Source: an optimization exercise on an open RTL-to-GDS flow (aim: small area and a short achievable clock period). Production flows keep margins and buffers that such runs may drop.
At most, simulation tests tie the RTL to the original design; equivalence was not proved.
Function not checked in run 1: the RTL went through the layout flow alone.

## flow/design.v (module list and top-level ports; edited modules follow where they fit)
// module top: 1738 lines
// module fa: 4 lines
// module ha: 4 lines
module top (input logic clk, rst,
            input logic enable, din,
            input logic signed [10:0] x,
            output logic signed [11:0] q,
            output logic spike);
  // ...
==> flow/flow/run.sh <==
#!/bin/bash
# Standard ORFS layout (the standard.sh), with timing repair aimed at a
# setup slack of 8.3 ns at the design's 12 ns clock, so that the resizer keeps
# improving paths that already meet 12 ns.  Logs: standard.log and orfs/logs.
set -euo pipefail
bash standard.sh SETUP_SLACK_MARGIN=8.3 TNS_END_PERCENT=30 BUFFER_PORTS_ARGS="-buffer_cell sky130_fd_sc_hd__buf_2" finish > standard.log 2>&1
==> flow/standard.sh <==
#!/bin/bash
# synth_recipe.tcl (not shown) runs the flow's synth.tcl, then flattens the netlist and writes it again
# the make line also repeats each setting of config.mk as NAME=value (left out here)
make -C /OpenROAD-flow-scripts/flow DESIGN_CONFIG=/design/flow/config.mk WORK_HOME=/design/flow/orfs CLKGATE_MAP_FILE= SYNTH_SCRIPT=/design/flow/synth_recipe.tcl "${@:-finish}"
==> flow/config.mk <==
export PLATFORM = sky130hd
export DESIGN_NAME = top
export DESIGN_NICKNAME = top
export VERILOG_FILES = /design/flow/design.v
export SDC_FILE = /design/flow/constraint.sdc
export NUM_CORES = 4
export LEC_CHECK = 0
export ABC_AREA = 1
export CAP_MARGIN = 20
export CORE_MARGIN = 2
export CORE_UTILIZATION = 40
export SETUP_SLACK_MARGIN = 5
export SLEW_MARGIN = 60
export SYNTH_HIERARCHICAL = 1
export SYNTH_MINIMUM_KEEP_SIZE = 0
==> flow/constraint.sdc <==
create_clock -name core_clock -period 12.0 [get_ports {clk}]
set_input_delay 2.4000 -clock core_clock [delete_from_list [all_inputs] [get_ports {clk}]]
set_output_delay 2.4000 -clock core_clock [all_outputs]
set_load 0.01 [all_outputs]
==> reports/qor.csv, run 1 <==
metric,value,unit
synth_flop_cell,dfxtp_1,
yosys.cell_types.count,48,
final_common_cell,inv_1,
nClkBuffers,61,
cts_tree,built,
worst_pin_slew,0.650,ns
reg2reg_from,z0[6],
finalNonFillerCells,4458,
critPathBufInv,0,
area.sequential,8010,µm²
area_growth,14.7,%
muxShareOfSynthArea,0,%
antenna_found_initial,0,
synth_async_sr_flop_share,0,%
rr_worst_depth,15,
dp_slack,7.65,ns
multi_input_area_share,59.8,%
ios,28,
setup.worst_path.end,p[11],
multi_input_area,20200,µm²
drt-pass1-iter-count,5,
outcome,finished clean,
path_max_fanout,10,
cp.arrival,4.13,ns
slew_headroom,56.4,%
final_util,46.3,%
synth_top_family_by_area,adder cells,
final.min_clock_period,3.67,ns
tap_cells,959,
hpwlAfterDp,54.5,mm
avgSynthCellArea,8.69,µm²
==> inputs of run 2 (changes only) <==
--- a/flow/design.v
+++ b/flow/design.v
@@ -513,24 +513,25 @@
 logic [11:0] pp1;
 logic bng1;
 logic [11:0] pp2;
 logic bng2;
 logic [11:0] pp3;
 logic bng3;
 logic [11:0] pp4;
 logic bng4;
-logic [4:0] bop;
-logic [4:0] bon;
-logic [4:0] btp;
-logic [4:0] btn;
 logic [10:0] z0;
 logic [10:0] z1;
 logic [10:0] z2;
 logic [10:0] z3;
+logic [10:0] z0n;
+logic [4:0] bop;
+logic [4:0] bon;
+logic [4:0] btp;
+logic [4:0] btn;
 logic [11:0] r5;
 logic pm_0_s;
 logic pm_0_c;
 logic pm_1_s;
 logic pm_1_c;
 logic pm_2_s;
 logic pm_2_c;
 logic pm_3_s;
@@ -1316,17 +1317,17 @@
 assign btp_n[3] = ~tb[8] & tb[7] & tb[6];
 assign btn_n[3] = tb[8] & ~tb[7] & ~tb[6];
 assign bop_n[4] = ~tb[10] & (tb[9] ^ tb[8]);
 assign bon_n[4] = tb[10] & (tb[9] ^ tb[8]);
 assign btp_n[4] = ~tb[10] & tb[9] & tb[8];
 assign btn_n[4] = tb[10] & ~tb[9] & ~tb[8];
 assign zs = {y2a[10], y2a};
 assign za = {z0[10], z0, 1'b0};
-assign zb = za;
+assign zb = ~{z0n[10], z0n, 1'b1};
 assign pp0[0] = (bop[0] & za[1]) | (bon[0] & ~za[1]) | (btp[0] & za[0]) | (btn[0] & ~za[0]);
 assign pp0[1] = (bop[0] & za[2]) | (bon[0] & ~za[2]) | (btp[0] & za[1]) | (btn[0] & ~za[1]);
 assign pp0[2] = (bop[0] & za[3]) | (bon[0] & ~za[3]) | (btp[0] & za[2]) | (btn[0] & ~za[2]);
 assign pp0[3] = (bop[0] & za[4]) | (bon[0] & ~za[4]) | (btp[0] & za[3]) | (btn[0] & ~za[3]);
 assign pp0[4] = (bop[0] & za[5]) | (bon[0] & ~za[5]) | (btp[0] & za[4]) | (btn[0] & ~za[4]);
 assign pp0[5] = (bop[0] & za[6]) | (bon[0] & ~za[6]) | (btp[0] & za[5]) | (btn[0] & ~za[5]);
 assign pp0[6] = (bop[0] & za[7]) | (bon[0] & ~za[7]) | (btp[0] & za[6]) | (btn[0] & ~za[6]);
 assign pp0[7] = (bop[0] & za[8]) | (bon[0] & ~za[8]) | (btp[0] & za[7]) | (btn[0] & ~za[7]);
@@ -1385,33 +1386,37 @@
 assign pp4[8] = (bop[4] & za[9]) | (bon[4] & ~za[9]) | (btp[4] & za[8]) | (btn[4] & ~za[8]);
 assign pp4[9] = (bop[4] & za[10]) | (bon[4] & ~za[10]) | (btp[4] & za[9]) | (btn[4] & ~za[9]);
 assign pp4[10] = (bop[4] & za[11]) | (bon[4] & ~za[11]) | (btp[4] & za[10]) | (btn[4] & ~za[10]);
 assign pp4[11] = (bop[4] & za[12]) | (bon[4] & ~za[12]) | (btp[4] & za[11]) | (btn[4] & ~za[11]);
 assign bng4 = bon[4] | btn[4];
 assign r5p = (t1n[9] ^ t1n[10]) ? (t1n[10] ? ~zs : zs) : 12'd0;
 assign r5_n = r5p + 12'd3414 + {11'd0, ~t1n[9] & t1n[10]};
 always_ff @(posedge clk) begin
-  bop <= bop_n;
-  bon <= bon_n;
-  btp <= btp_n;
-  btn <= btn_n;
-end
-always_ff @(posedge clk) begin
   if (rst) begin
     z0 <= 11'd0;
     z1 <= 11'd0;
     z2 <= 11'd0;
     z3 <= 11'd0;
+    z0n <= 11'd2047;
+    bop <= 5'd0;
+    bon <= 5'd0;
+    btp <= 5'd0;
+    btn <= 5'd0;
     r5 <= 12'd3414;
   end else begin
     z0 <= y2a;
     z1 <= z0;
     z2 <= z1;
     z3 <= z2;
+    z0n <= ~y2a;
+    bop <= bop_n;
+    bon <= bon_n;
+    btp <= btp_n;
+    btn <= btn_n;
     r5 <= r5_n;
   end
 end
 ha pm_0 (.a(pp0[6]), .b(pp1[4]), .s(pm_0_s), .co(pm_0_c));
 ha pm_1 (.a(pp0[7]), .b(pp1[5]), .s(pm_1_s), .co(pm_1_c));
 fa pm_2 (.a(pp0[8]), .b(pp1[6]), .c(pp2[4]), .s(pm_2_s), .co(pm_2_c));
 ha pm_3 (.a(pp3[2]), .b(pp4[0]), .s(pm_3_s), .co(pm_3_c));
 assign pm_4_s = 1'b1 ^ pp0[9] ^ pp1[7];
==> run 2 against run 1 <==
Still clean. Non-clock buffer count down 5. Area after synthesis up 1.1%. Sequential share of layout area up 0.47 points. Routed wire length down 3.0%.
==> reports/qor.csv, run 2 <==
metric,value,unit,change
ys_seq_area_share,27.1,%,
place_inst,4333,,
routed_wl,70.4,mm,
antenna_found_initial,0,,unchanged
synth_most_common_cell,inv_1,,
hold_viol,0,,
io_buffers,27,,
cp.arrival,4.20,ns,+0.07 ns
dieArea,76500,µm²,
synth_top_area_share,27.1,%,
area.sequential,8250,µm²,+3.0%
finalNonFillerCells,4480,,+0.49%
slew_headroom,64.9,%,+8.5 points
avgSynthCellArea,8.73,µm²,+0.45%
grt_pass1_wl,114,mm,
holdBufCountCts,0,,
clk_path_buf_depth,3,,
layout-drive-gt1-share,12.4,%,
critPathBufInv,0,,unchanged
yosys.area_share.adder,37.0,%,
period_share,30.8,%,
reg.largest.list,"h1 (21), h2 (21), v47 (19)",,
synth_area_leader_cell,dfxtp_1,,
cp-end-kind,flip-flop,,
final.min_clock_period,3.70,ns,+0.0303 ns
cts_num_sinks,403,,
h-tree-depth,2,,
worst-path-stages,14,,
synth.top_cells.by_count,"inv_1, nand2_1, dfxtp_1",,
fmax,0.270,GHz,
ys_ff_latch,403,,
synth_compound_area_share,13.6,%,
ant_nets,0,,
muxShareOfSynthArea,0,%,unchanged
cts_root_buf,clkbuf_16,,
multi_input_area,20200,µm²,+0.11%
synth_async_sr_flop_share,0,%,unchanged
setup_viol,0,,
drt-vias-per-instance,5.02,,
vias,22473,,
route.detailed.drc,0,,
crit_chain,fa_1 -> fa_1 -> fa_1 -> ha_1 -> nand2_1 -> nor2_4 -> o21ai_0 -> o211ai_1 -> nor2_1 -> o21bai_1 -> nand3_1 -> nand2_1 -> xor2_1 -> nand2_1,,
path_clk_slew,0.06,ns,
hp-class,flip-flop to flip-flop,,
synth_top_family_by_area,adder cells,,
worstSetupStartpointType,flip-flop,,
fin_setup_tns,0,ns,
synthXorXnorAreaFrac,0.471,%,
area_growth,14.6,%,
path_max_fanout,5,,-5
syn_area,29700,µm²,
clkLatencyLatePin,0.61,ns,
ios,28,,unchanged
rows,99,,
rsz0062_at_grt,true,,
yosys.cell_types.count,54,,+13%
start_util,40.6,%,
wl_per_cell,15.7,µm,
drt_iter0_markers,1404,,
final_common_cell,inv_1,,
worst_pin_slew,0.526,ns,-0.124 ns
rr_worst_depth,14,,-1
drt-pass1-iter-count,6,,+1
grt_usage,18.4,%,
outcome,finished clean,,
fin_nets,4170,,
synth_area_leaders,"dfxtp_1, fa_1, ha_1, inv_1, nand2_1",,
synth-simple-area-share,14.2,%,
critPathKind,flip-flop to flip-flop,,
synth_edf_count,0,,
cts_tree,built,,
skew,0.0320,ns,
grt_pass1_vias,21627,,
slowest_stage,fa_1,,
overflow,0,,
hold-path-cell-count,2,,
fill_cells,7038,,
synthCells,3406,,
slew_violations,0,,
place_congestion,0.844,,
die_w,277,µm,
grt_max_degree,81,,
hpwlAfterDp,53.5,mm,-1.9%
num_antenna_cells,0,,
synth_flop_cell,dfxtp_1,,
mostFrequentLayoutCells,"inv_1, nand2_1, fa_1",,
die_h,277,µm,
coreArea,73200,µm²,
cp_top_family,adder cells,,
numCtsBuffers,46,,
cp.required,12.50,ns,
cap_viol_max_count,0,,
ys_warn_count,7,,
slowest_delay,0.53,ns,
## run 2: cell types whose count changed in the layout (fill, tap and decap cells not counted), sizes merged, moves of 4 or more
cell | before | now
a211oi | 7 | 3
a21oi | 327 | 319
dfxtp | 392 | 403
inv | 507 | 528
nand2 | 477 | 498
nand3 | 106 | 102
nor2 | 331 | 312
o211ai | 41 | 47
o21a | 19 | 26
o21ai | 272 | 249
## run 2: final cells by class
| cell class | instances | area share [%] |
|---|---|---|
| Multi-Input combinational cell | 2404 | 59.3 |
| Timing Repair Buffer | 101 | 2.36 |
| Clock inverter | 17 | 0.786 |
| Tap cell | 959 | 3.52 |
| Clock buffer | 62 | 3.82 |
| Sequential cell | 403 | 24.2 |
| Inverter | 534 | 6.02 |
## run 2: logic make-up (layout without fill, tap and decap cells)
kind of cell	count (synthesis)	in the layout
fa+ha+maj	665	665
compound gates	723	723
xor+xnor	16	16
simple gates	998	998
buf+inv	600	714
other cells	1	2
flops	403	403
## run 2: path summary, 6_finish.rpt
path | slack (ns) | end | from
max | 8.30 | h1[17] | y1n[9]
min | 0.40 | z3[9] | z2[9]
max reg2reg | 8.30 | h1[17] | y1n[9]
min reg2reg | 0.40 | z3[9] | z2[9]
## run 2: metal layers
| layer | vias to the layer above | wire, µm | global-route usage (%) |
|---|---|---|---|
| met5 | - | 0 | 0 |
| met4 | 0 | 1660 | 4.78 |
| met3 | 102 | 3030 | 2.36 |
| met2 | 407 | 32000 | 29.8 |
| met1 | 10699 | 33700 | 26.0 |
| li1 | 11265 | - | - |
## run 2: through the flow
step           cell area (µm²)  utilization [%]  hold slack, ns  worst slack [ns]
2_1_floorplan            29700                -           0.388              8.06
3_3_place_gp             30900             42.2           0.389              7.20
3_5_place_dp             31000             42.3           0.394              7.67
4_1_cts                  32900             44.9           0.400              8.22
5_1_grt                  34100             46.5           0.416              8.14
6_report                 34100             46.5           0.400              8.30
## run 2: Yosys stat by module (local to each module, per instance)
module  area (µm²)  times used
fa            20.0         348
ha            12.5          73
top          21800           1
## run 2: worst reg2reg max path, cell delays in order (launching register included)
cell and delay, ns:
dfxtp_4 0.38, fa_1 0.50, fa_1 0.53, fa_1 0.41
ha_1 0.39, nand2_1 0.14, nor2_4 0.17, o21ai_0 0.12
o211ai_1 0.17, nor2_1 0.14, o21bai_1 0.24, nand3_1 0.09
nand2_1 0.08, xor2_1 0.15, nand2_1 0.07
## run 2: timing repair
item / CTS / global route
endpoints found under the setup margin: 39 / 66
gates resized for setup: 86 / 186
buffers inserted: 20 / 47
pin swaps: 4 / 59
==> inputs of run 3 (changes only) <==
--- a/flow/flow/run.sh
+++ b/flow/flow/run.sh
@@ -5,2 +5,2 @@
 set -euo pipefail
-bash standard.sh SETUP_SLACK_MARGIN=8.3 TNS_END_PERCENT=30 BUFFER_PORTS_ARGS="-buffer_cell sky130_fd_sc_hd__buf_2" finish > standard.log 2>&1
+bash standard.sh SETUP_SLACK_MARGIN=8.3  BUFFER_PORTS_ARGS="-buffer_cell sky130_fd_sc_hd__buf_2" finish > standard.log 2>&1
--- a/flow/config.mk
+++ b/flow/config.mk
@@ -12,3 +12,3 @@
 export SETUP_SLACK_MARGIN = 5
-export SLEW_MARGIN = 60
+export SLEW_MARGIN = 20
 export SYNTH_HIERARCHICAL = 1
==> run 3 against run 2 <==
Still clean on timing, DRC and antenna. Area after synthesis unchanged. Routed wire length increased by 0.17%. Critical endpoint is now p[9]. Sequential cell count stayed put. Via count up 0.13%. Largest cell class unchanged. Count of clock-buffer cells in the layout is 4 lower. Register-to-register slack improved by 0.09 ns.
==> reports/qor.csv, run 3 <==
metric,value,unit,change
outcome,finished clean,,
synth_edf_count,0,,unchanged
muxShareOfSynthArea,0,%,unchanged
setup_viol,0,,unchanged
yosys.area_share.adder,37.0,%,unchanged
antenna_found_initial,0,,unchanged
die_w,277,µm,unchanged
h-tree-depth,2,,unchanged
clkLatencyLatePin,0.60,ns,about the same
path_max_fanout,10,,+5
synth.top_cells.by_count,"inv_1, nand2_1, dfxtp_1",,
place_inst,4332,,-0.023%
synth_top_area_share,27.1,%,unchanged
start_util,40.6,%,unchanged
final.min_clock_period,3.61,ns,-0.0907 ns
slowest_stage,fa_1,,
slew_violations,0,,unchanged
cts_root_buf,clkbuf_16,,
rsz0062_at_grt,true,,
synthXorXnorAreaFrac,0.471,%,unchanged
synth_flop_cell,dfxtp_1,,
ios,28,,unchanged
layout-drive-gt1-share,13.9,%,+1.5 points
skew,0.0356,ns,+0.00353 ns
cp.arrival,4.07,ns,-0.13 ns
ys_ff_latch,403,,unchanged
clk_path_buf_depth,3,,unchanged
final_common_cell,inv_1,,
mostFrequentLayoutCells,"inv_1, nand2_1, fa_1",,
routed_wl,70.5,mm,+0.17%
synth_area_leaders,"dfxtp_1, fa_1, ha_1, inv_1, nand2_1",,
yosys.cell_types.count,54,,unchanged
drt-vias-per-instance,5.01,,-0.18%
grt_pass1_wl,115,mm,+0.56%
synthCells,3406,,unchanged
ant_nets,0,,unchanged
synth_async_sr_flop_share,0,%,unchanged
hold_viol,0,,unchanged
slew_headroom,62.5,%,-2.4 points
finalHoldWorstSlack,0.395,ns,-0.00530 ns
synth_compound_area_share,13.6,%,unchanged
overflow,0,,unchanged
ys_seq_area_share,27.1,%,unchanged
coreArea,73200,µm²,unchanged
worst_pin_slew,0.562,ns,+0.0357 ns
final_util,46.9,%,+0.42 points
fin_nets,4181,,+0.26%
drt-pass1-iter-count,7,,+1
cp-end-kind,flip-flop,,
path_clk_slew,0.06,ns,about the same
syn_area,29700,µm²,unchanged
cts_num_sinks,403,,unchanged
reg.largest.list,"h1 (21), h2 (21), v47 (19)",,
die_h,277,µm,unchanged
finalNonFillerCells,4494,,+0.31%
synth_area_leader_cell,dfxtp_1,,
grt_max_degree,82,,+1.2%
cap_viol_max_count,0,,unchanged
vias,22503,,+0.13%
hp-class,flip-flop to flip-flop,,
cp.required,12.46,ns,-0.04 ns
ys_warn_count,7,,unchanged
num_antenna_cells,0,,unchanged
grt_usage,18.5,%,+0.083 points
grt_pass1_vias,21811,,+0.85%
hpwlAfterDp,53.3,mm,-0.47%
place_congestion,0.844,,about the same
drt_iter0_markers,1379,,-1.8%
numCtsBuffers,45,,-2.2%
rows,99,,unchanged
synth-simple-area-share,14.2,%,unchanged
cp_common_cell,nand2_1,,
fmax,0.277,GHz,+2.5%
slowest_delay,0.57,ns,+0.04 ns
dieArea,76500,µm²,unchanged
wl_per_cell,15.7,µm,-0.14%
worstSetupStartpointType,flip-flop,,
critPathBufInv,0,,unchanged
period_share,30.1,%,-0.76 points
fin_setup_tns,0,ns,unchanged
cts_tree,built,,
avgSynthCellArea,8.73,µm²,unchanged
synth_top_family_by_area,adder cells,,
critPathKind,flip-flop to flip-flop,,
area_growth,15.6,%,
synth_most_common_cell,inv_1,,
crit_chain,o21ai_0 -> o211ai_1 -> fa_2 -> fa_1 -> fa_1 -> ha_4 -> nand2_4 -> nor2_4 -> nand3_2 -> o2111ai_2 -> nand2_1 -> nand2_2 -> a21oi_2 -> nand2_1 -> nand2_1 -> nor2_2,,
route.detailed.drc,0,,unchanged
cp_top_family,adder cells,,
io_buffers,27,,unchanged
run 3: cell type report:
type / instances / area (µm²)
Timing Repair Buffer: 113 / 901
Fill cell: 6982 / 38800
Sequential cell: 403 / 8260
Clock buffer: 58 / 1280
Tap cell: 959 / 1200
Clock inverter: 23 / 338
Inverter: 534 / 2050
Multi-Input combinational cell: 2404 / 20300
run 3: final timing paths:
| kind | start | to | slack (ns) | cells after the start |
|---|---|---|---|---|
| setup / recovery | bon[2] | p[9] | 8.39 | 16 |
| setup reg to reg | bon[2] | p[9] | 8.39 | 16 |
| hold reg to reg | z2[2] | z3[2] | 0.39 | 2 |
| hold / removal | z2[2] | z3[2] | 0.39 | 2 |
run 3: cells by family (layout without fill, tap and decap cells):
logic type / after synthesis / after routing
and+or+nand+nor: 998 / 998
AOI/OAI and AO/OA: 723 / 723
adders and majority gates: 665 / 665
buffers and inverters: 600 / 728
DFF: 403 / 403
xor gates and xnor gates: 16 / 16
other: 1 / 2
run 3: routing by layer:
layer	vias to the layer above	part of all wire, %	routed length (µm)	GRT usage, %
met3	110	3.9	2720	2.13
met4	0	2.4	1680	4.85
met5	-	0	0	0
li1	11286	-	-	-
met2	417	46	32100	29.8
met1	10690	48	34000	26.3
run 3: stage by stage:
stage / setup WS [ns] / instance area, µm²
2_1_floorplan: 8.07 / 29800
3_3_place_gp: 7.20 / 30900
3_5_place_dp: 7.17 / 30900
4_1_cts: 8.26 / 33000
5_1_grt: 8.17 / 34400
6_report: 8.39 / 34400
run 3: per-module statistics from Yosys, one instance, submodules excluded:
module	flip-flops and latches	cells
fa	0	1
ha	0	1
top	403	2985
run 3: worst register-to-register path: cells and delay by family (launching register included):
kind | cells | cell delay, ns
fa+ha+maj | 4 | 1.82
compound gates | 4 | 0.69
simple gates | 8 | 0.60
flops | 1 | 0.39
run 3: what timing repair did:
action                     CTS  global route
pin swaps                   10            85
resized for setup          134           226
setup endpoints to repair  204           146
hold buffers                 0             0
setup buffers               22            59
==> inputs of run 4 (changes only) <==
--- a/flow/config.mk
+++ b/flow/config.mk
@@ -7,3 +7,2 @@
 export LEC_CHECK = 0
-export ABC_AREA = 1
 export CAP_MARGIN = 20
==> run 4 against run 3 <==
Cell count down 13%. Still clean on timing, DRC and antenna. Utilization up 1.6 points.
==> reports/qor.csv, run 4 <==
metric,value,unit,change
fill_cells,6463,,-7.4%
ys_warn_count,7,,unchanged
cp.required,12.48,ns,+0.02 ns
start_util,40.5,%,-0.14 points
synth_top_area_share,27.8,%,+0.70 points
synth_flop_cell,dfxtp_1,,
drt-pass1-iter-count,5,,-2
cap_viol_max_count,0,,unchanged
ys_seq_area_share,27.8,%,+0.70 points
synth_area_leaders,"dfxtp_1, fa_1, ha_1, nor2b_1, mux2i_1",,
synth_edf_count,0,,unchanged
critPathKind,flip-flop to flip-flop,,
synthCells,2785,,-18%
cp-end-kind,flip-flop,,
slew_violations,0,,unchanged
period_share,32.8,%,+2.7 points
rsz0062_at_grt,true,,
hold_viol,0,,unchanged
antenna_found_initial,0,,unchanged
outcome,finished clean,,
clkLatencyLatePin,0.60,ns,about the same
avgSynthCellArea,10.4,µm²,+19%
place_congestion,0.845,,+0.18%
multi_input_area,21300,µm²,+4.6%
cp.arrival,4.41,ns,+0.34 ns
fmax,0.254,GHz,-8.1%
fin_setup_tns,0,ns,unchanged
drt_iter0_markers,883,,-36%
synth_area_leader_cell,dfxtp_1,,
synth_async_sr_flop_share,0,%,unchanged
placed_cell_area,30300,µm²,-1.8%
vias,20260,,-10%
area.sequential,8310,µm²,+0.61%
hpwlAfterDp,48.3,mm,-9.3%
grt_pass1_wl,109,mm,-5.0%
synth.top_cells.by_count,"dfxtp_1, fa_1, ha_1",,
worstSetupStartpointType,flip-flop,,
overflow,0,,unchanged
place_inst,3681,,-15%
hp-class,flip-flop to flip-flop,,
clk_path_buf_depth,3,,unchanged
ios,28,,unchanged
reg.largest.list,"h1 (21), h2 (21), v47 (19)",,
ant_nets,0,,unchanged
grt_pass1_vias,21279,,-2.4%
rows,98,,-1.0%
setup_viol,0,,unchanged
final_common_cell,fa_1,,
skew,0.0142,ns,-0.0214 ns
fin_area,34800,µm²,+1.1%
routed_wl,68.0,mm,-3.6%
mostFrequentLayoutCells,"fa_1, dfxtp_1, ha_1",,
yosys.cell_types.count,75,,+39%
drt-vias-per-instance,5.18,,+3.5%
syn_area,29000,µm²,-2.5%
grt_usage,18.1,%,-0.40 points
layout-drive-gt1-share,20.2,%,+6.3 points
cts_root_buf,clkbuf_16,,
grt_max_degree,100,,+22%
path_clk_slew,0.06,ns,about the same
num_antenna_cells,0,,unchanged
holdBufCountCts,0,,unchanged
h-tree-depth,2,,unchanged
numCtsBuffers,44,,-2.2%
final_util,48.5,%,+1.6 points
final.min_clock_period,3.93,ns,+0.320 ns
slew_headroom,39.5,%,-23 points
route.detailed.drc,0,,unchanged
die_w,273,µm,-1.2%
wl_per_cell,17.4,µm,+11%
dieArea,74600,µm²,-2.5%
ys_ff_latch,403,,unchanged
io_buffers,27,,unchanged
worst_pin_slew,0.900,ns,+0.338 ns
die_h,273,µm,-1.2%
cts_tree,built,,
path_max_fanout,4,,-6
synth_most_common_cell,dfxtp_1,,
area_growth,19.9,%,
fin_nets,3606,,-14%
cts_num_sinks,403,,unchanged
finalNonFillerCells,3911,,-13%
coreArea,71600,µm²,-2.2%
run 4: modules after synthesis (local to each module, per instance):
module,flops+latches,area [µm²],copies in the design,cells inside
fa,0,20.0,348,1
top,403,21100,1,2364
ha,0,12.5,73,1
run 4: kinds of logic after synthesis:
logic type               Yosys count  share of synthesized area, %
AND/OR/NAND/NOR                  753                          13.1
adder cells (fa/ha/maj)          665                          37.9
AO/OA/AOI/OAI                    418                          9.58
flip-flops                       403                          27.8
buffers and inverters            316                          4.11
XOR/XNOR                         116                          3.51
multiplexers                     113                          3.95
other                              1                        0.0129
run 4: through the flow:
stage / hold WS (ns) / setup slack, ns
after global routing: 0.448 / 7.90
after floorplan: 0.414 / 7.93
after global placement: 0.416 / 7.54
after CTS: 0.438 / 8.04
after detailed placement: 0.424 / 7.56
final: 0.430 / 8.07
run 4: worst max-delay path, cell delays in order, from the launching register on:
cell	delay (ns)
dfxtp_4	0.38
mux2i_1	0.18
nand2_1	0.09
fa_1	0.56
fa_1	0.45
fa_1	0.56
ha_4	0.21
a21o_1	0.20
a21oi_4	0.15
buf_4	0.15
nor2_1	0.04
a21oi_1	0.22
o31ai_4	0.13
or3_1	0.32
and3_1	0.18
run 4: per-layer routing:
layer / share of wire (%) / up-vias / track usage, %
met3: 3.0 / 132 / 2.22
met1: 45 / 10060 / 23.6
li1: - / 9708 / -
met5: 0 / - / 0
met4: 2.8 / 0 / 5.65
met2: 50 / 360 / 31.2
run 4: worst paths after layout:
| kind | startpoint | end | slack (ns) | cells past startpoint |
|---|---|---|---|---|
| setup reg to reg | z0n[7] | p[7] | 8.07 | 14 |
| hold / removal | z2[2] | z3[2] | 0.43 | 1 |
| hold reg to reg | z2[2] | z3[2] | 0.43 | 1 |
| setup / recovery | z0n[7] | p[7] | 8.07 | 14 |
run 4: area by class of cell:
class                   instances  area share [%]
clock inverters                26            1.11
clock buffers                  55            3.55
flip-flops and latches        403            23.9
multi-input cells            2067            61.2
inverters                     227            2.49
repair buffers                183            4.34
well taps                     950            3.42
run 4: repair_timing:
item	4_1_cts	5_1_grt
endpoints found under the hold margin	0	0
gates resized for setup	215	172
pin swaps	73	128
buffers inserted	76	73
endpoints found under the setup margin	84	82
==> inputs of run 5 (changes only) <==
--- a/flow/config.mk
+++ b/flow/config.mk
@@ -7,2 +7,3 @@
 export LEC_CHECK = 0
+export ABC_AREA = 1
 export CAP_MARGIN = 20
@@ -10,2 +11,3 @@
 export CORE_UTILIZATION = 40
+export CTS_BUF_LIST = sky130_fd_sc_hd__clkbuf_8
 export SETUP_SLACK_MARGIN = 5
==> run 5 against run 4 <==
Routed wire length increased by 3.7%. Hold slack got worse by 0.034 ns. Register-to-register slack improved by 0.24 ns. Largest cell class unchanged.
==> reports/qor.csv, run 5 <==
metric,value,unit,change
vias,22535,,+11%
cts_num_sinks,403,,unchanged
dp_slack,7.17,ns,-0.382 ns
clkLatencyLatePin,0.66,ns,+0.06 ns
synth_most_common_cell,inv_1,,
dieArea,76500,µm²,+2.5%
rr_worst_depth,16,,+2
coreArea,73200,µm²,+2.2%
worstSetupStartpointType,flip-flop,,
cts_tree,built,,
die_h,277,µm,+1.3%
grt_usage,18.6,%,+0.49 points
wl_per_cell,15.6,µm,-10%
synth_edf_count,0,,unchanged
cp.arrival,4.23,ns,-0.18 ns
r2r_end,p[5],,
numCtsBuffers,73,,+66%
worst_pin_slew,0.599,ns,-0.301 ns
path_clk_slew,0.06,ns,about the same
reg2reg_from,btn[2],,
fin_ws,8.31,ns,+0.239 ns
setup_viol,0,,unchanged
antenna_found_initial,1,,+1
synth_top_area_share,27.1,%,-0.70 points
place_inst,4332,,+18%
fin_setup_tns,0,ns,unchanged
drt_iter0_markers,1419,,+61%
synth_area_leaders,"dfxtp_1, fa_1, ha_1, inv_1, nand2_1",,
mostFrequentLayoutCells,"inv_1, nand2_1, fa_1",,
avgSynthCellArea,8.73,µm²,-16%
reg.largest.list,"h1 (21), h2 (21), v47 (19)",,
overflow,0,,unchanged
finalNonFillerCells,4529,,+16%
routed_wl,70.5,mm,+3.7%
rows,99,,+1.0%
io_buffers,27,,unchanged
hold_viol,0,,unchanged
hp-class,flip-flop to flip-flop,,
grt_max_degree,82,,-18%
finalHoldWorstSlack,0.396,ns,-0.0344 ns
synth_async_sr_flop_share,0,%,unchanged
final_common_cell,inv_1,,
final.min_clock_period,3.69,ns,-0.239 ns
clk_path_buf_depth,3,,unchanged
cp.required,12.53,ns,+0.05 ns
ys_seq_area_share,27.1,%,-0.70 points
ios,28,,unchanged
syn_area,29700,µm²,+2.6%
critPathLaunch,btn[2],,
slew_headroom,60.1,%,+21 points
fin_nets,4198,,+16%
area_growth,15.0,%,
grt_pass1_vias,22033,,+3.5%
skew,0.0558,ns,+0.0416 ns
fmax,0.271,GHz,+6.5%
final_util,46.7,%,-1.9 points
ys_ff_latch,403,,unchanged
hold-path-cell-count,2,,+1
cp-end-kind,flip-flop,,
hold-path-endpoint,z2[8],,
rsz0062_at_grt,true,,
path_max_fanout,4,,unchanged
ys_warn_count,7,,unchanged
cts_root_buf,clkbuf_8,,
cap_viol_max_count,0,,unchanged
grt_pass1_wl,115,mm,+5.5%
place_congestion,0.844,,-0.18%
fin_area,34200,µm²,-1.7%
yosys.cell_types.count,54,,-28%
holdBufCountCts,0,,unchanged
start_util,40.6,%,+0.14 points
route.detailed.drc,0,,unchanged
r2r_slack,8.31,ns,+0.24 ns
hpwlAfterDp,53.3,mm,+10%
placed_cell_area,30900,µm²,+1.9%
synth_area_leader_cell,dfxtp_1,,
period_share,30.8,%,-2.0 points
die_w,277,µm,+1.3%
synthCells,3406,,+22%
synth_flop_cell,dfxtp_1,,
ant_nets,0,,unchanged
layout-drive-gt1-share,14.0,%,-6.1 points
outcome,finished clean,,
drt-vias-per-instance,4.98,,-3.9%
synth.top_cells.by_count,"inv_1, nand2_1, dfxtp_1",,
slew_violations,0,,unchanged
drt-pass1-iter-count,5,,unchanged
critPathKind,flip-flop to flip-flop,,
h-tree-depth,3,,+1
hp-start,z1[8],,
-- run 5: cell types whose count changed in the layout (fill, tap and decap cells not counted), sizes merged, moves of 94 or more --
cell,before,now
inv,233,548
nor2,218,312
o21ai,90,249
nand2,127,498
mux2i,103,0
a21oi,97,319
nor2b,165,0
-- run 5: worst max path at each step --
stage | end | slack (ns) | depth (start not counted)
floorplan | w33[15] | 8.07 | 18
global placement | ft_r[3] | 7.20 | 5
detailed placement | fd_r[7] | 7.17 | 5
CTS | y1a[9] | 8.26 | 14
global route | p[5] | 8.13 | 16
finish | p[5] | 8.31 | 16
-- run 5: area by class of cell --
type | instances | area, µm²
diodes | 1 | 2.50
clock buffers | 97 | 1340
clock inverters | 29 | 196
fillers | 7014 | 39000
inverters | 534 | 2050
multi-input cells | 2404 | 20300
flip-flops and latches | 403 | 8260
well taps | 959 | 1200
repair buffers | 102 | 791
-- run 5: metal layers --
| layer | track usage (%) | vias up | part of all wire, % |
|---|---|---|---|
| met5 | 0 | - | 0 |
| met4 | 5.60 | 0 | 2.8 |
| met2 | 29.3 | 454 | 45 |
| met1 | 26.3 | 10636 | 48 |
| met3 | 2.85 | 119 | 4.5 |
| li1 | - | 11326 | - |
-- run 5: logic make-up after synthesis --
| group | Yosys count | synth area share (%) |
|---|---|---|
| DFF | 403 | 27.1 |
| other | 1 | 0.0126 |
| adders and majority gates | 665 | 37.0 |
| xor gates and xnor gates | 16 | 0.471 |
| buffers and inverters | 600 | 7.61 |
| AOI/OAI and AO/OA | 723 | 13.6 |
| and+or+nand+nor | 998 | 14.2 |
-- run 5: per-module statistics from Yosys, one instance, submodules excluded --
module / area, µm² / cells inside / flops+latches
fa: 20.0 / 1 / 0
top: 21800 / 2985 / 403
ha: 12.5 / 1 / 0
-- run 5: critical path, stage by stage, from the launching register on --
cell	delay (ns)
dfxtp_2	0.35
clkinvlp_4	0.13
buf_6	0.14
o211ai_1	0.19
fa_2	0.48
fa_1	0.56
fa_2	0.47
ha_4	0.33
nand2_8	0.08
nor2_4	0.09
nand3_2	0.10
o2111ai_4	0.12
nand2_2	0.08
nand2_2	0.11
buf_6	0.10
o21ai_0	0.07
a21oi_1	0.17
-- run 5: timing repair --
item | 4_1_cts | 5_1_grt
gates resized for setup | 136 | 219
setup endpoints to repair | 203 | 186
setup buffers | 18 | 52
pin swaps | 10 | 86
==> inputs of run 6 (changes only) <==
--- a/flow/config.mk
+++ b/flow/config.mk
@@ -11,3 +11,4 @@
 export CORE_UTILIZATION = 40
-export CTS_BUF_LIST = sky130_fd_sc_hd__clkbuf_8
+export CTS_BUF_LIST = sky130_fd_sc_hd__clkbuf_4 sky130_fd_sc_hd__clkbuf_8
+export CTS_CLUSTER_SIZE = 20
 export SETUP_SLACK_MARGIN = 5
==> run 6 against run 5 <==
Critical path depth decreased by 1. Sequential cell count unchanged. Critical path type unchanged. Utilization decreased by 0.070 points. Still clean on timing, DRC and antenna. Global-route usage about the same. Clock skew increased by 0.0044 ns.
==> reports/qor.csv, run 6 <==
metric,value,unit,change
outcome,finished clean,,
ios,28,,unchanged
period_share,30.4,%,-0.35 points
grt_usage,18.6,%,+0.024 points
path_max_fanout,9,,+5
cp.arrival,4.18,ns,-0.05 ns
drt-vias-per-instance,4.99,,+0.23%
fin_setup_tns,0,ns,unchanged
setup_viol,0,,unchanged
ant_nets,0,,unchanged
ys_ff_latch,403,,unchanged
synth_area_leaders,"dfxtp_1, fa_1, ha_1, inv_1, nand2_1",,
coreArea,73200,µm²,unchanged
reg.largest.list,"h1 (21), h2 (21), v47 (19)",,
ys_warn_count,7,,unchanged
avgSynthCellArea,8.73,µm²,unchanged
worst_pin_slew,0.602,ns,+0.00383 ns
fmax,0.274,GHz,+1.2%
ys_seq_area_share,27.1,%,unchanged
synth_flop_cell,dfxtp_1,,
mostFrequentLayoutCells,"inv_1, nand2_1, fa_1",,
grt_pass1_wl,115,mm,+0.16%
final_common_cell,inv_1,,
synth_most_common_cell,inv_1,,
clk_path_buf_depth,3,,unchanged
yosys.cell_types.count,54,,unchanged
synth.top_cells.by_count,"inv_1, nand2_1, dfxtp_1",,
h-tree-depth,3,,unchanged
wl_per_cell,15.6,µm,+0.29%
cts_num_sinks,403,,unchanged
fill_cells,7010,,-0.057%
fin_nets,4192,,-0.14%
synth_edf_count,0,,unchanged
start_util,40.6,%,unchanged
path_clk_slew,0.06,ns,about the same
routed_wl,70.6,mm,+0.16%
hp-class,flip-flop to flip-flop,,
die_h,277,µm,unchanged
place_congestion,0.844,,unchanged
synth_area_leader_cell,dfxtp_1,,
dp_slack,7.17,ns,unchanged
synthCells,3406,,unchanged
cap_viol_max_count,0,,unchanged
overflow,0,,unchanged
finalNonFillerCells,4523,,-0.13%
synth_async_sr_flop_share,0,%,unchanged
rows,99,,unchanged
clkLatencyLatePin,0.66,ns,about the same
layout-drive-gt1-share,14.2,%,+0.14 points
cp-end-kind,flip-flop,,
area_growth,14.8,%,
worstSetupStartpointType,flip-flop,,
synth_top_area_share,27.1,%,unchanged
route.detailed.drc,0,,unchanged
critPathKind,flip-flop to flip-flop,,
grt_pass1_vias,22036,,+0.014%
antenna_found_initial,1,,unchanged
skew,0.0602,ns,+0.00444 ns
drt_iter0_markers,1455,,+2.5%
slew_violations,0,,unchanged
slew_headroom,59.8,%,-0.26 points
syn_area,29700,µm²,unchanged
place_inst,4332,,unchanged
rsz0062_at_grt,true,,
cp.required,12.53,ns,about the same
io_buffers,27,,unchanged
numCtsBuffers,73,,unchanged
hold_viol,0,,unchanged
grt_max_degree,82,,unchanged
hpwlAfterDp,53.3,mm,unchanged
fin_ws,8.35,ns,+0.0421 ns
dieArea,76500,µm²,unchanged
die_w,277,µm,unchanged
vias,22557,,+0.098%
final.min_clock_period,3.65,ns,-0.0421 ns
cts_tree,built,,
drt-pass1-iter-count,5,,unchanged
cts_root_buf,clkbuf_8,,
run 6: cell count changes in the layout (fill, tap and decap cells not counted), sizes merged:
cell      delta
clkinvlp     +2
buf          -7
clkbuf      +15
inv         -16
run 6: final timing paths:
| path | start | to | slack [ns] | cells past startpoint |
|---|---|---|---|---|
| setup / recovery | z0[10] | p[11] | 8.35 | 15 |
| hold / removal | z1[8] | z2[8] | 0.40 | 2 |
| setup reg to reg | z0[10] | p[11] | 8.35 | 15 |
| hold reg to reg | z1[8] | z2[8] | 0.40 | 2 |
run 6: final cells by class:
cell class / instances / area, µm² / share of cell area, %
Inverter: 534 / 2060 / 6.03
Antenna cell: 1 / 2.50 / 0.00733
Clock buffer: 113 / 1460 / 4.26
Timing Repair inverter: 2 / 12.5 / 0.0367
Multi-Input combinational cell: 2404 / 20300 / 59.4
Tap cell: 959 / 1200 / 3.52
Timing Repair Buffer: 94 / 743 / 2.18
Clock inverter: 13 / 136 / 0.400
Sequential cell: 403 / 8250 / 24.2
run 6: kinds of logic (layout without fill, tap and decap cells):
group / after synthesis / in the layout / synth area share, %
AOI/OAI and AO/OA: 723 / 723 / 13.6
xor gates and xnor gates: 16 / 16 / 0.471
adders and majority gates: 665 / 665 / 37.0
buffers and inverters: 600 / 756 / 7.61
DFF: 403 / 403 / 27.1
other: 1 / 3 / 0.0126
and+or+nand+nor: 998 / 998 / 14.2
run 6: per-layer routing:
metal	global-route usage, %	part of all wire (%)	vias to the layer above
met4	5.98	2.7	0
met5	0	0	-
met1	26.3	48	10684
met2	29.5	45	433
met3	2.50	4.0	121
li1	-	-	11319
run 6: critical path, cell delays in order, from the launching register on:
cell and delay [ns]:
dfxtp_4 0.40, inv_4 0.06, o21ai_0 0.17, o21ai_1 0.13, fa_2 0.59, fa_1 0.45, fa_1 0.57, ha_4 0.23
a21oi_4 0.14, o21ai_1 0.07, a21oi_1 0.23, inv_1 0.08, nand2_2 0.08, o2111ai_4 0.12, o21ai_1 0.17, a21oi_1 0.05
run 6: modules after synthesis (local to each module, per instance):
module | cell area, µm² | cells inside
fa | 20.0 | 1
ha | 12.5 | 1
top | 21800 | 2985
run 6: timing repair:
item	4_1_cts	5_1_grt
hold buffers	0	0
endpoints found under the setup margin	203	195
resized for setup	137	204
setup buffers	19	43
pin swaps	10	72
cloned	0	2
run 6: metrics by stage:
| stage | util, % | hold slack [ns] | instance area [µm²] |
|---|---|---|---|
| CTS | 45.0 | 0.399 | 33000 |
| global route | 46.6 | 0.409 | 34100 |
| global placement | 42.2 | 0.389 | 30900 |
| finish | 46.6 | 0.397 | 34100 |
| floorplan | - | 0.388 | 29800 |
| detailed placement | 42.2 | 0.394 | 30900 |

-- afterwards: timing with drivers on the ports --
The results above use ideal ports. As a check the final layouts listed here were re-extracted and re-timed, cells and wires unchanged. Step 1 sets driving cells, clkbuf_16 on the clock port and buf_2 on the other inputs (assumed; they add their load-dependent delay and slew). Step 2, shift: input delay + t, output delay - t, t = (earliest + latest rising clock arrival at the registers) / 2. This alone moves slack from input paths to output paths. Three values: ideal ports, drivers, drivers and shift; two values: the first two.
run | shift t [ns] | setup WS [ns] | cell pins on the clock port's net
run 1 | 0.649 | 8.329 / 8.329 / 7.709 | 1
run 2 | 0.657 | 8.299 / 8.299 / 7.805 | 1
run 3 | 0.643 | 8.389 / 8.389 / 7.797 | 1
run 4 | 0.649 | 8.070 / 8.070 / 7.671 | 1
run 5 | 0.690 | 8.308 / 8.308 / 7.737 | 1
run 6 | 0.692 | 8.351 / 8.351 / 7.774 | 1
After both steps setup and hold are still met in every run listed. The setup slack of run 1, which loses most, moves by 0.000 ns with the drivers and by -0.620 ns with both steps.
